What follows belongs to an exercise in optimizing a design on an open flow for small area and a short achievable clock period; a production flow would make more cautious choices.
RTL that was checked went through simulation tests only; none was proved equivalent to the original.

the previous run:
// multiplier_16bit
module multiplier_16bit (
    input  wire clk,
    input  wire rst,
    input  wire signed [15:0] a,
    input  wire signed [15:0] b,
    output reg  signed [31:0] product,
    output reg  signed [15:0] a_out,
    output reg  signed [15:0] b_out
);
==> flow/config.mk <==
export PLATFORM = sky130hd
export DESIGN_NAME = multiplier_16bit
export DESIGN_NICKNAME = multiplier_16bit
export VERILOG_FILES = /design/flow/design.v
export SDC_FILE = /design/flow/constraint.sdc
export NUM_CORES = 4
export LEC_CHECK = 0
export ABC_AREA = 1
export CAP_MARGIN = 20
export CORE_MARGIN = 2
export CORE_UTILIZATION = 40
export SLEW_MARGIN = 20
export SYNTH_HIERARCHICAL = 1
==> flow/constraint.sdc <==
create_clock -name core_clock -period 20.0 [get_ports {clk}]
set_input_delay 4.0000 -clock core_clock [delete_from_list [all_inputs] [get_ports {clk}]]
set_output_delay 4.0000 -clock core_clock [all_outputs]
set_load 0.01 [all_outputs]
standard.sh (not shown) runs the stock make flow with config.mk's settings and CLKGATE_MAP_FILE= SYNTH_SCRIPT=/design/flow/synth_recipe.tcl, a recipe that flattens the netlist after the stock synthesis.
==> flow/flow/run.sh <==
#!/bin/bash
# The standard synthesis and layout, with these changes to the layout:
#  * the port buffers are the smallest buffer cell (buffer_ports -buffer_cell) instead of
#    the delay-cell buffers buffer_ports picks by itself;
#  * the clock tree uses the buffers in flow/cts_bufs.txt and no dummy loads;
#  * repair_timing aims for extra setup slack (flow/setup_margin.txt, ns) so the resizer
#    speeds up the critical paths. The clock and I/O constraints are unchanged.
set -euo pipefail
# clock tree: small clock buffers and no dummy loads (64 flip-flops need little drive)
export CTS_ARGS="-sink_clustering_enable -repair_clock_nets -buf_list {$(cat flow/cts_bufs.txt)} -dont_use_dummy_load"
export BUFFER_PORTS_ARGS="-buffer_cell sky130_fd_sc_hd__buf_1"
M=$(cat flow/setup_margin.txt)
if [[ "$M" != "0" ]]; then export SETUP_SLACK_MARGIN=$M; fi
S=$(cat flow/move_sequence.txt)
if [[ -n "$S" ]]; then export SETUP_MOVE_SEQUENCE=$S; fi
bash standard.sh synth > synth.log 2>&1
bash standard.sh finish > layout.log 2>&1
==> flow/flow/cts_bufs.txt <==
sky130_fd_sc_hd__clkbuf_8
==> flow/flow/move_sequence.txt <==
unbuffer,sizeup,swap
==> flow/flow/setup_margin.txt <==
10.8
Changes in the current run relative to the previous run:
--- a/flow/design.v
+++ b/flow/design.v
@@ -231,19 +231,19 @@
     wire s50, c51;
     fa us50 (accn[9], x0[9], x1[7], s50, c51);
     wire s52, c53;
     fa us52 (x2[5], x3[3], x4[1], s52, c53);
     wire s54, c55;
     fa us54 (c41, c43, s50, s54, c55);
     wire s56, c57;
     fa us56 (s52, c45, s54, s56, c57);
     wire s58, c59;
-    fa us58 (c47, s56, c49, s58, c59);
+    ha us58 (c47, s56, s58, c59);
     wire s60, c61;
     fa us60 (accn[10], b[11], x0[10], s60, c61);
     wire s62, c63;
     fa us62 (x1[8], x2[6], x3[4], s62, c63);
     wire s64, c65;
     fa us64 (x4[2], x5[0], c51, s64, c65);
     wire s66, c67;
     fa us66 (c53, s60, s62, s66, c67);
     wire s68, c69;
@@ -255,19 +255,19 @@
     wire s74, c75;
     fa us74 (x2[7], x3[5], x4[3], s74, c75);
     wire s76, c77;
     fa us76 (x5[1], c61, c63, s76, c77);
     wire s78, c79;
     fa us78 (s72, s74, c65, s78, c79);
     wire s80, c81;
     fa us80 (s76, c67, s78, s80, c81);
     wire s82, c83;
-    fa us82 (c69, c71, s80, s82, c83);
+    ha us82 (c69, c71, s82, c83);
     wire s84, c85;
     fa us84 (accn[12], b[13], x0[12], s84, c85);
     wire s86, c87;
     fa us86 (x1[10], x2[8], x3[6], s86, c87);
     wire s88, c89;
     fa us88 (x4[4], x5[2], x6[0], s88, c89);
     wire s90, c91;
     fa us90 (c73, c75, s84, s90, c91);
     wire s92, c93;
@@ -435,19 +435,19 @@
     wire s254, c255;
     fa us254 (c243, s252, c245, s254, c255);
     wire s256, c257;
     fa us256 (accn[25], x5[15], 1'b1, s256, c257);
     wire s258, c259;
     fa us258 (x6[13], x7[11], s256, s258, c259);
     wire s260, c261;
     fa us260 (c249, c251, s258, s260, c261);
     wire s262, c263;
-    fa us262 (c253, s260, c255, s262, c263);
+    ha us262 (c253, s260, s262, c263);
     wire s264, c265;
     fa us264 (accn[26], x5[16], x6[14], s264, c265);
     wire s266, c267;
     fa us266 (x7[12], c257, s264, s266, c267);
     wire s268, c269;
     fa us268 (c259, s266, c261, s268, c269);
     wire s270, c271;
     fa us270 (accn[27], x6[15], 1'b1, s270, c271);
     wire s272, c273;
@@ -460,20 +460,20 @@
     fa us278 (c271, s276, c273, s278, c279);
     wire s280, c281;
     fa us280 (accn[29], x7[15], 1'b1, s280, c281);
     wire s282, c283;
     fa us282 (s280, c277, c279, s282, c283);
     wire s284, c285;
     fa us284 (accn[30], x7[16], c281, s284, c285);
     wire s286, c287;
     fa us286 (accn[31], c285, 1'b1, s286, c287);
-    wire [31:0] r0 = {s286, s284, s282, s278, s274, s268, s262, c247, s246, c227, s226, c203, s202, c175, s174, c143, c127, c111, c97, s96, s82, s70, s58, s48, s38, s30, s22, s16, s10, s6, s2, s0};
-    wire [31:0] r1 = {1'b0, c283, 1'b0, c275, 1'b0, c263, 1'b0, s254, c237, s236, c215, s214, c189, s188, c159, s158, s142, s126, s110, c83, 1'b0, c59, 1'b0, c39, 1'b0, 1'b0, c17, 1'b0, 1'b0, 1'b0, 1'b0, 1'b0};
+    wire [31:0] r0 = {s286, s284, s282, s278, s274, c263, s262, c247, s246, c227, s226, c203, s202, c175, s174, c143, c127, c111, c97, c83, s80, c59, c49, s48, s38, s30, s22, s16, s10, s6, s2, s0};
+    wire [31:0] r1 = {1'b0, c283, 1'b0, c275, 1'b0, s268, c255, s254, c237, s236, c215, s214, c189, s188, c159, s158, s142, s126, s110, s96, s82, s70, s58, c39, 1'b0, 1'b0, c17, 1'b0, 1'b0, 1'b0, 1'b0, 1'b0};
     wire [31:0] sum;
     wire [31:0] p0, gn;
     assign p0[0] = r0[0];
     assign gn[0] = 1'b1;
     assign p0[1] = r0[1];
     assign gn[1] = 1'b1;
     assign p0[2] = r0[2];
     assign gn[2] = 1'b1;
     assign p0[3] = r0[3];
@@ -484,25 +484,27 @@
     ha upg5 (r0[5], r1[5], p0[5], g5);
     assign gn[5] = ~g5;
     assign p0[6] = r0[6];
     assign gn[6] = 1'b1;
     assign p0[7] = r0[7];
     assign gn[7] = 1'b1;
     wire g8;
     ha upg8 (r0[8], r1[8], p0[8], g8);
     assign gn[8] = ~g8;
-    assign p0[9] = r0[9];
-    assign gn[9] = 1'b1;
+    wire g9;
+    ha upg9 (r0[9], r1[9], p0[9], g9);
+    assign gn[9] = ~g9;
     wire g10;
     ha upg10 (r0[10], r1[10], p0[10], g10);
     assign gn[10] = ~g10;
-    assign p0[11] = r0[11];
-    assign gn[11] = 1'b1;
+    wire g11;
+    ha upg11 (r0[11], r1[11], p0[11], g11);
+    assign gn[11] = ~g11;
     wire g12;
     ha upg12 (r0[12], r1[12], p0[12], g12);
     assign gn[12] = ~g12;
     wire g13;
     ha upg13 (r0[13], r1[13], p0[13], g13);
     assign gn[13] = ~g13;
     wire g14;
     ha upg14 (r0[14], r1[14], p0[14], g14);
     assign gn[14] = ~g14;
@@ -530,20 +532,21 @@
     wire g22;
     ha upg22 (r0[22], r1[22], p0[22], g22);
     assign gn[22] = ~g22;
     wire g23;
     ha upg23 (r0[23], r1[23], p0[23], g23);
     assign gn[23] = ~g23;
     wire g24;
     ha upg24 (r0[24], r1[24], p0[24], g24);
     assign gn[24] = ~g24;
-    assign p0[25] = r0[25];
-    assign gn[25] = 1'b1;
+    wire g25;
+    ha upg25 (r0[25], r1[25], p0[25], g25);
+    assign gn[25] = ~g25;
     wire g26;
     ha upg26 (r0[26], r1[26], p0[26], g26);
     assign gn[26] = ~g26;
     assign p0[27] = r0[27];
     assign gn[27] = 1'b1;
     wire g28;
     ha upg28 (r0[28], r1[28], p0[28], g28);
     assign gn[28] = ~g28;
     assign p0[29] = r0[29];
Notes after the runs:
Relative to the previous run, the area of all placed cells without fillers measured on the current run has increased slightly.
Delta (the current run minus the previous run): share of flip-flops with an asynchronous set or reset after synthesis was more or less identical, sequential share of layout area was more or less identical, initial standard-cell utilization of the core dropped 0.57 points.
Status: register-to-register slack parity (the previous run, the current run)
No functional check of the RTL was part of the current run.

## afterwards: timing with drivers on the ports
The results above use ideal ports. As a check the final layouts listed here were re-extracted and re-timed, cells and wires unchanged.
Step 1 (the two cells are an assumption about what drives the block):
set clk [get_ports {clk}]
set_driving_cell -lib_cell sky130_fd_sc_hd__clkbuf_16 $clk
set_driving_cell -lib_cell sky130_fd_sc_hd__buf_2 [delete_from_list [all_inputs] $clk]
Step 2 moves the port delays by t, midway between the first and last clock arrival at a register: inputs arrive t later, outputs are due t later. That takes back most of the time a late clock gives input paths.
a / b / c = no drivers / after step 1 / after step 2; a / b = the first two.
run | t, ns | setup WS [ns] | hold slack, ns | pins driven straight from the clock port
the previous run | 0.401 | 11.157 / 11.175 / 10.773 | 0.694 / 0.694 / 0.694 | 1
the current run | 0.402 | 11.091 / 11.109 / 10.707 | 0.672 / 0.672 / 0.672 | 1
After both steps every run listed still meets setup and hold.
